Context: an optimization exercise on an open-source flow, tuned for small area. The choices shown serve that exercise and are no tape-out recipe.
In this exercise RTL edits were held to simulation tests only and were not proved equivalent to the original.
Power figures rest on the tool's default switching activity, not on a simulated workload.

## flow/design.v (module list and top-level ports; edited modules follow where they fit)
// module gemm: 1594 lines
// module gemm_and2: 5 lines
// module gemm_aoi: 5 lines
// module gemm_fa: 6 lines
// module gemm_ha: 6 lines
// module gemm_inv: 5 lines
// module gemm_nd: 5 lines
// module gemm_or2: 5 lines
// module gemm_x2: 5 lines
// module gemm_xn2: 5 lines
module gemm(A, B, C, D, Cout, clk);
  // ...
==> flow/flow/run.sh <==
#!/bin/bash
# The standard layout, with the port buffers that global placement inserts made from the
# smallest buffer cell instead of the flow's default choice. Everything else is the standard flow's own flow.
set -euo pipefail
bash standard.sh "BUFFER_PORTS_ARGS=-buffer_cell sky130_fd_sc_hd__buf_1" finish > standard.log 2>&1
==> flow/standard.sh <==
#!/bin/bash
# synth_recipe.tcl (not shown) runs the flow's synth.tcl, then flattens the netlist and writes it again
# the make line also repeats each setting of config.mk as NAME=value (left out here)
make -C /OpenROAD-flow-scripts/flow DESIGN_CONFIG=/design/flow/config.mk WORK_HOME=/design/flow/orfs CLKGATE_MAP_FILE= SYNTH_SCRIPT=/design/flow/synth_recipe.tcl "${@:-finish}"
==> flow/config.mk <==
export PLATFORM = sky130hd
export DESIGN_NAME = gemm
export DESIGN_NICKNAME = gemm
export VERILOG_FILES = /design/flow/design.v
export SDC_FILE = /design/flow/constraint.sdc
export NUM_CORES = 4
export LEC_CHECK = 0
export CAP_MARGIN = 20
export CORE_MARGIN = 2
export CORE_UTILIZATION = 40
export SLEW_MARGIN = 20
export SYNTH_HIERARCHICAL = 1
==> flow/constraint.sdc <==
create_clock -name core_clock -period 10.0 [get_ports {clk}]
set_input_delay 2.0000 -clock core_clock [delete_from_list [all_inputs] [get_ports {clk}]]
set_output_delay 2.0000 -clock core_clock [all_outputs]
set_load 0.01 [all_outputs]
==> out/results.tsv, run 1 <==
stage	metric	value	unit
drt	Detail Route Antenna Nets	0	
yosys	Post-synth EDFFs	0	
finish	Finished Cell Area	10200	µm²
setup_path	Critical Path RT	10.15	ns
power_and_ir_drop	Top power group	combinational logic	
place	Place WS	2.68	ns
yosys	most common cell in the netlist	a222oi_1	
cts	clk root buf	clkbuf_16	
power_and_ir_drop	sequential cell power	0.000247	W
sta	worst slew pin tran	0.929	ns
finish	max reg flops	32	
setup_path	max incr delay on CP	0.82	ns
finish	Fillers	2152	
drt	vias	8657	
setup_path	Slowest cell on crit path	a222oi_1	
setup_path	critical path depth	12	
global_routing	GRT Total Usage	0.282	
cts	Resized Gates After CTS	0	
drt	routed length per instance	26.1	µm
yosys	main combinational cell family by area after synthesis	adder cells	
cts	Post CTS Setup Buffer Count	0	
global_routing	pin count of the biggest net entering global routing	18	
global_routing	routing usage on met1	0.379	
finish	fraction of area in multi-input gates	0.802	
min_path	hold path cells	4	
status	status	finished clean	
finish	area grow syn2layout	12.9	%
finish	proportion of cell area occupied by registers	0.0629	
finish	Multi-input gate area	8170	µm²
power_and_ir_drop	Comb power frac	0.872	
cts	Num CTS Buffers	5	
yosys	register bit count reported by yosys	32	
setup_path	CP Max Fanout	14	
min_path	Hold Crit Class	in -> reg	
finish	Reg area	641	µm²
drt	Initial DRC Count	2521	
floorplan	Die X-Extent	154	µm
power_and_ir_drop	highest ir drop seen on vdd	0.000200	V
finish	Area-dominant class	multi-input combinational cells	
sta	fin worst setup slack	2.81	ns
floorplan	Die Area	23800	µm²
power_and_ir_drop	share of total power in the clock network	0.046	
global_routing	global route hottest layer	met2	
==> run 2: changes to the inputs <==
==> flow/run.sh (new file) <==
#!/bin/bash
# synth_recipe.tcl (not shown) runs the flow's synth.tcl, then flattens the netlist and writes it again
# the make line also repeats each setting of config.mk as NAME=value (left out here)
make -C /OpenROAD-flow-scripts/flow DESIGN_CONFIG=/design/flow/config.mk WORK_HOME=/design/flow/orfs CLKGATE_MAP_FILE= SYNTH_SCRIPT=/design/flow/synth_recipe.tcl finish
removed: flow/flow/run.sh
removed: flow/standard.sh
==> out/results.tsv, run 2 <==
stage	metric	value	unit	change
yosys	Post-Syn Area	9020	µm²	unchanged
finish	area grow syn2layout	23.3	%	was 12.9%
global_routing	first-pass GRT wire length	53400	µm	was 51,300 µm
setup_path	Critical Path RT	10.16	ns	was 10.15 ns
drt	Detail Route Antenna Nets	0		unchanged
setup_path	critical path startpoint	C[9]		was A[9]
cts	CTS tree	done		unchanged
global_routing	vias in the first global route	8725		was 8,642
sta	hold_ws	2.44	ns	was 2.07 ns
yosys	most frequent cells after synthesis	a222oi_1 (224), fa_1 (184), xor2_1 (124)		unchanged
floorplan	# rows	54		unchanged
sta	final setup TNS	0	ns	unchanged
finish	Reg with most FFs	Cout		unchanged
floorplan	core area	22000	µm²	unchanged
sta	Tcrit/Tclk final	0.755		was 0.719
global_routing	total congestion overflow	0		unchanged
cts	clk sinks	32		unchanged
drt	WL final	35100	µm	was 33,400 µm
setup_path	critical path's most frequent cell	fa_1		unchanged
sta	RSZ-0062 raised after global routing	no		unchanged
finish	top flop regs	Cout (32)		unchanged
cts	clk root buf	clkbuf_16		unchanged
floorplan	Starting Density	0.411		unchanged
finish	commonest non-fill, non-tap cell in the layout	a222oi_1		unchanged
sta	min cycle time layout	7.55	ns	was 7.19 ns
yosys	yosys warns	7		unchanged
cts	# hold bufs at CTS	0		unchanged
sta	Slew Viols, Final	0		unchanged
cts	clk slew on worst S/H paths	0.05	ns	about the same
setup_path	Slowest cell on crit path	clkdlybuf4s50_1		was a222oi_1
min_path	Hold Crit Class	in -> reg		unchanged
drt	vias per cell	6.86		was 6.78
finish	Reg area	641	µm²	unchanged
finish	Antenna diodes	0		unchanged
setup_path	Worst setup SP type	primary input		unchanged
sta	worst slew pin tran	0.784	ns	was 0.929 ns
cts	Resized Gates After CTS	0		unchanged
sta	final hold viol count	0		unchanged
finish	Post-Layout Cell Count	1273		was 1,277
setup_path	CP top delay family	adder cells		unchanged
yosys	register area share after synthesis	0.0710		unchanged
finish	post-layout util	0.506		was 0.464
finish	most frequent cells in the layout	a222oi_1 (224), fa_1 (184), clkdlybuf4s50_1 (152), xor2_1 (124), nand2_1 (92)		was a222oi_1 (224), fa_1 (184), buf_1 (152), xor2_1 (124), nand2_1 (92)
sta	Rel. slew slack	0.476		was 0.381
place	RePlAce Congestion	0.962		was 0.947
drt	vias	8734		was 8,657
cts	Num CTS Buffers	5		unchanged
yosys	register bit count reported by yosys	32		unchanged
floorplan	chip height	154	µm	unchanged
drt	drt drc	0		unchanged
global_routing	pin count of the biggest net entering global routing	18		unchanged
yosys	Yosys top cell area share	0.408		unchanged
setup_path	worst path buffer plus inverter count	1		unchanged
setup_path	Critical Path, Cell by Cell	clkdlybuf4s50_1, ha_1, fa_1, a222oi_1, fa_1, fa_1, fa_1, fa_1, fa_1, fa_1, or2_1, xor2_1		was buf_1, ha_1, a222oi_1, fa_1, fa_1, or2_1, fa_1, fa_1, fa_1, fa_1, or2_1, xor2_1
setup_path	critical path depth	12		unchanged
flow_run	Max-cap violations	0		unchanged
min_path	hold path cells	4		unchanged
power_and_ir_drop	Design Power	0.00315	W	was 0.00302 W
cts	CTS Buffer Depth	2		unchanged
sta	max frequency	0.132	GHz	was 0.139 GHz
power_and_ir_drop	P_leak	4.09	nW	was 3.68 nW
cts	Post CTS Setup Buffer Count	0		unchanged
floorplan	IO Count	161		unchanged
power_and_ir_drop	PwrDens	283	nW/µm²	was 297 nW/µm²
yosys	Main synth FF type	dfxtp_1		unchanged
setup_path	CP Max Fanout	16		was 14
drt	drt pass-1 iters	15		unchanged
setup_path	max incr delay on CP	0.82	ns	about the same
place	# placed instances	1265		was 1,270
power_and_ir_drop	highest ir drop seen on vdd	0.000219	V	was 0.000200 V
place	port bufs	152		unchanged
yosys	Post-synth EDFFs	0		unchanged
yosys	Cell variety after synth	10		unchanged
floorplan	Die X-Extent	154	µm	unchanged
yosys	Mapped Nets	1145		unchanged
setup_path	WP data arrival	7.72	ns	was 7.34 ns
finish	final net count	1313		was 1,318
yosys	ranking of synthesized cells by area	fa_1 (41%), a222oi_1 (25%), xor2_1 (12%), dfxtp_1 (7.1%), and2_1 (3.9%)		unchanged
global_routing	GRT Total Usage	0.296		was 0.282
drt	routed length per instance	27.6	µm	was 26.1 µm
yosys	most common cell in the netlist	a222oi_1		unchanged
yosys	Post-Synthesis Cells	824		unchanged
yosys	FFs w/ async S/R, synth	0		unchanged
setup_path	crit path to	Cout[7]		was Cout[15]
setup_path	Crit Path Class	in -> reg		unchanged
drt	Initial DRC Count	2434		was 2,521
status	status	finished clean		unchanged
sta	Final Setup Violations	0		unchanged
global_routing	initial antenna violation count	0		unchanged
yosys	Syn Area/Cell	10.9	µm²	unchanged
yosys	post-synth top area cell	fa_1		unchanged
setup_path	element type at the critical path end	register		unchanged
finish	Multi-input gate area	8170	µm²	unchanged
cts	deepest level of the CTS H-tree	2		unchanged
finish	Fillers	2059		was 2,152
finish	share of layout cells above drive strength 1	0.0161		was 0.0201
place	DP HPWL	28300	µm	was 27,300 µm
floorplan	Die Area	23800	µm²	unchanged
finish	max reg flops	32		unchanged
## run 2: power breakdown
group / internal [W] / leakage, nW / total [W] / switching [W]
clock network: 0.000117 / 0.0808 / 0.000170 / 0.0000535
logic: 0.00132 / 3.74 / 0.00273 / 0.00141
registers: 0.000236 / 0.270 / 0.000248 / 0.0000124
total: 0.00167 / 4.09 / 0.00315 / 0.00148
## run 2: area by class of cell
class | instances | share of cell area
tap | 280 | 0.0315
inverter | 56 | 0.0189
sequential | 32 | 0.0576
clock inverter | 2 | 0.00315
timing repair buffer | 161 | 0.143
clock buffer | 6 | 0.0116
multi-input combinational | 736 | 0.734
## run 2: metrics by stage
step,setup slack (ns),cell area (µm²)
floorplan,3.64,9020
global placement,2.27,11000
detailed placement,2.23,11000
CTS,2.53,11100
global route,2.30,11100
finish,2.45,11100
## run 2: cell families after synthesis
kind of cell	after synthesis	share of synthesized area
flops	32	0.0710
compound gates	224	0.249
buf+inv	56	0.0233
xor+xnor	148	0.144
fa+ha+maj	192	0.420
simple gates	172	0.0938
## run 2: per-layer routing
| layer | up-vias | share of wire | global-route usage | wire, µm |
|---|---|---|---|---|
| met5 | - | 0 | 0 | 0 |
| met4 | 0 | 0.030 | 0.0868 | 1040 |
| met3 | 86 | 0.12 | 0.0406 | 4120 |
| met2 | 714 | 0.46 | 0.480 | 16100 |
| met1 | 4262 | 0.39 | 0.414 | 13800 |
| li1 | 3672 | - | - | - |
## run 2: worst min-delay path by stage
stage          slack [ns]  endpoint  startpoint
3_5_place_dp         2.71   Cout[0]        D[0]
3_3_place_gp         2.71  Cout[16]        D[0]
6_report             2.44   Cout[0]        D[0]
4_1_cts              2.43   Cout[0]        D[0]
2_1_floorplan        2.18   Cout[0]       D[16]
5_1_grt              2.47   Cout[0]        D[0]
## run 2: Yosys stat by module, one instance, submodules excluded
module	times used	flip-flops and latches
gemm	1	32
gemm_x2	124	0
gemm_nd	92	0
gemm_and2	56	0
gemm_or2	24	0
gemm_inv	56	0
gemm_aoi	224	0
gemm_fa	184	0
gemm_ha	8	0
gemm_xn2	24	0
==> run 3: changes to the inputs <==
==> flow/flow/run.sh (new file) <==
#!/bin/bash
# The standard layout (standard.sh) with two changes:
#  - the port buffers that global placement inserts use the smallest buffer cell;
#  - clock tree synthesis uses clkbuf_4 buffers and no dummy loads (32 flip-flops need no more).
# ORFS writes each step's full log under orfs/logs/; make's own output goes to standard.log.
set -euo pipefail
bash standard.sh \
  "BUFFER_PORTS_ARGS=-buffer_cell sky130_fd_sc_hd__buf_1" \
  "CTS_ARGS=-sink_clustering_enable -repair_clock_nets -dont_use_dummy_load -buf_list sky130_fd_sc_hd__clkbuf_4 -root_buf sky130_fd_sc_hd__clkbuf_4" \
  finish > standard.log 2>&1
==> flow/standard.sh (new file) <==
#!/bin/bash
# synth_recipe.tcl (not shown) runs the flow's synth.tcl, then flattens the netlist and writes it again
# the make line also repeats each setting of config.mk as NAME=value (left out here)
make -C /OpenROAD-flow-scripts/flow DESIGN_CONFIG=/design/flow/config.mk WORK_HOME=/design/flow/orfs CLKGATE_MAP_FILE= SYNTH_SCRIPT=/design/flow/synth_recipe.tcl "${@:-finish}"
removed: flow/run.sh
==> out/results.tsv, run 3 <==
stage	metric	value	unit	change
drt	vias	8714		was 8,734
global_routing	initial antenna violation count	1		was 0
drt	WL final	33300	µm	was 35,100 µm
global_routing	pin count of the biggest net entering global routing	18		unchanged
yosys	Yosys top cell area share	0.408		unchanged
yosys	Mapped Nets	1145		unchanged
cts	clk slew on worst S/H paths	0.09	ns	was 0.05 ns
sta	Rel. slew slack	0.435		was 0.476
min_path	Hold Crit Class	in -> reg		unchanged
cts	CTS Buffer Depth	2		unchanged
finish	most frequent cells in the layout	a222oi_1 (224), fa_1 (184), buf_1 (152), xor2_1 (124), nand2_1 (92)		was a222oi_1 (224), fa_1 (184), clkdlybuf4s50_1 (152), xor2_1 (124), nand2_1 (92)
finish	share of layout cells above drive strength 1	0.0191		was 0.0161
yosys	FFs w/ async S/R, synth	0		unchanged
place	DP HPWL	27300	µm	was 28,300 µm
finish	max reg flops	32		unchanged
cts	Num CTS Buffers	5		unchanged
yosys	Syn Area/Cell	10.9	µm²	unchanged
drt	drt pass-1 iters	12		was 15
cts	CTS tree	done		unchanged
finish	area grow syn2layout	11.8	%	was 23.3%
setup_path	Crit Path Class	in -> reg		unchanged
finish	final net count	1318		was 1,313
sta	worst slew pin tran	0.847	ns	was 0.784 ns
cts	clk root buf	clkbuf_4		was clkbuf_16
floorplan	Starting Density	0.411		unchanged
global_routing	GRT Total Usage	0.282		was 0.296
setup_path	worst path buffer plus inverter count	1		unchanged
sta	Final Setup Violations	0		unchanged
setup_path	Worst setup SP type	primary input		unchanged
power_and_ir_drop	highest ir drop seen on vdd	0.000200	V	was 0.000219 V
yosys	register bit count reported by yosys	32		unchanged
place	port bufs	152		unchanged
global_routing	total congestion overflow	0		unchanged
sta	final setup TNS	0	ns	unchanged
cts	Resized Gates After CTS	0		unchanged
cts	Post CTS Setup Buffer Count	0		unchanged
finish	commonest non-fill, non-tap cell in the layout	a222oi_1		unchanged
drt	Detail Route Antenna Nets	0		unchanged
setup_path	critical path's most frequent cell	fa_1		unchanged
floorplan	Die X-Extent	154	µm	unchanged
sta	final hold viol count	0		unchanged
finish	Reg with most FFs	Cout		unchanged
yosys	Post-synth EDFFs	0		unchanged
yosys	most common cell in the netlist	a222oi_1		unchanged
status	status	finished clean		unchanged
setup_path	Slowest cell on crit path	fa_1		was clkdlybuf4s50_1
drt	vias per cell	6.83		was 6.86
floorplan	# rows	54		unchanged
yosys	ranking of synthesized cells by area	fa_1 (41%), a222oi_1 (25%), xor2_1 (12%), dfxtp_1 (7.1%), and2_1 (3.9%)		unchanged
setup_path	element type at the critical path end	register		unchanged
drt	routed length per instance	26.1	µm	was 27.6 µm
flow_run	Max-cap violations	0		unchanged
sta	Slew Viols, Final	0		unchanged
power_and_ir_drop	P_leak	3.64	nW	was 4.09 nW
yosys	Cell variety after synth	10		unchanged
global_routing	first-pass GRT wire length	51400	µm	was 53,400 µm
yosys	register area share after synthesis	0.0710		unchanged
setup_path	max incr delay on CP	0.59	ns	was 0.82 ns
setup_path	Critical Path RT	10.22	ns	was 10.16 ns
cts	deepest level of the CTS H-tree	2		unchanged
floorplan	chip height	154	µm	unchanged
yosys	Main synth FF type	dfxtp_1		unchanged
finish	top flop regs	Cout (32)		unchanged
cts	# hold bufs at CTS	0		unchanged
sta	max frequency	0.142	GHz	was 0.132 GHz
setup_path	CP Max Fanout	14		was 16
yosys	Post-Synthesis Cells	824		unchanged
power_and_ir_drop	Design Power	0.00293	W	was 0.00315 W
place	RePlAce Congestion	0.947		was 0.962
global_routing	vias in the first global route	8637		was 8,725
yosys	Post-Syn Area	9020	µm²	unchanged
yosys	post-synth top area cell	fa_1		unchanged
yosys	most frequent cells after synthesis	a222oi_1 (224), fa_1 (184), xor2_1 (124)		unchanged
setup_path	Critical Path, Cell by Cell	buf_1, ha_1, fa_1, a222oi_1, fa_1, fa_1, fa_1, fa_1, fa_1, fa_1, or2_1, xor2_1		was clkdlybuf4s50_1, ha_1, fa_1, a222oi_1, fa_1, fa_1, fa_1, fa_1, fa_1, fa_1, or2_1, xor2_1
floorplan	IO Count	161		unchanged
sta	Tcrit/Tclk final	0.704		was 0.755
setup_path	CP top delay family	adder cells		unchanged
drt	drt drc	0		unchanged
cts	clk sinks	32		unchanged
finish	Fillers	2160		was 2,059
power_and_ir_drop	PwrDens	291	nW/µm²	was 283 nW/µm²
sta	min cycle time layout	7.04	ns	was 7.55 ns
yosys	yosys warns	7		unchanged
drt	Initial DRC Count	2525		was 2,434
floorplan	Die Area	23800	µm²	unchanged
sta	RSZ-0062 raised after global routing	no		unchanged
floorplan	core area	22000	µm²	unchanged
setup_path	WP data arrival	7.26	ns	was 7.72 ns
==> run 3: cells by family after synthesis <==
group / synth area share
XOR/XNOR: 0.144
AO/OA/AOI/OAI: 0.249
adder cells (fa/ha/maj): 0.420
buffers and inverters: 0.0233
flip-flops: 0.0710
AND/OR/NAND/NOR: 0.0938
==> run 3: Yosys stat by module, one instance, submodules excluded, excerpt <==
module     cells  flip-flops and latches
gemm_ha        1                       0
gemm          32                      32
gemm_inv       1                       0
gemm_aoi       1                       0
gemm_xn2       1                       0
gemm_and2      1                       0
gemm_or2       1                       0
gemm_x2        1                       0
gemm_fa        1                       0
==> run 3: area by class of cell <==
class                   instances  area [µm²]  share of cell area
multi-input cells             736        8170               0.810
repair buffers                166         676              0.0670
flip-flops and latches         32         641              0.0635
well taps                     280         350              0.0347
inverters                      56         210              0.0208
clock buffers                   5        37.5             0.00372
diodes                          1        2.50            0.000248
==> run 3: through the flow <==
step / hold slack [ns] / utilization / cell area (µm²) / instances / worst slack, ns
5_1_grt: 2.01 / 0.459 / 10100 / 1276 / 2.78
3_5_place_dp: 2.34 / 0.457 / 10000 / 1270 / 2.68
6_report: 2.02 / 0.459 / 10100 / 1276 / 2.96
4_1_cts: 1.99 / 0.459 / 10100 / 1275 / 3.04
3_3_place_gp: 2.34 / 0.457 / 10000 / 1270 / 2.75
2_1_floorplan: 2.18 / - / 9020 / 824 / 3.64
==> run 3: worst paths after layout <==
path | slack (ns) | endpoint | start | cells past startpoint
hold / removal | 2.02 | Cout[16] | D[0] | 4
setup / recovery | 2.96 | Cout[15] | A[9] | 12
==> run 3: power breakdown <==
part	switching, W	total, W	internal, W
combinational	0.00140	0.00263	0.00122
sequential	0.0000114	0.000246	0.000235
clock	0.0000388	0.0000622	0.0000234
==> run 3: per-layer routing <==
| layer | global-route usage | up-vias | wire length, µm |
|---|---|---|---|
| met4 | 0.0757 | 0 | 751 |
| met2 | 0.455 | 727 | 15200 |
| li1 | - | 3678 | - |
| met5 | 0 | - | 0 |
| met3 | 0.0614 | 72 | 4840 |
| met1 | 0.386 | 4237 | 12500 |

-- port drivers added, routing unchanged --
The flow's constraints put no driver on any port. The routed layouts listed below were extracted and timed again, unchanged, in two steps. Step 1: set_driving_cell puts a clkbuf_16 on clk and a buf_2 on each other input, an assumption about the parent block. Step 2 moves the port delays by t, midway between the first and last clock arrival at a register: inputs arrive t later, outputs are due t later. That takes back most of the time a late clock gives input paths. Slacks: no drivers / after step 1 / after step 2; pairs: no drivers / after step 1.
| run | t (ns) | setup WS [ns] | hold WS [ns] | worst data-port slew with drivers (ns) |
|---|---|---|---|---|
| run 1 | 0.305 | 2.809 / 2.817 / 2.512 | 2.069 / 2.067 / 2.372 | 0.06 |
| run 2 | 0.313 | 2.445 / 2.460 / 2.147 | 2.438 / 2.431 / 2.744 | 0.05 |
| run 3 | 0.356 | 2.956 / 2.959 / 2.603 | 2.015 / 2.019 / 2.375 | 0.06 |
After both steps every run listed still meets setup and hold. For run 3, which loses most, drivers alone change the setup slack by +0.003 ns; drivers and shift together by -0.353 ns.
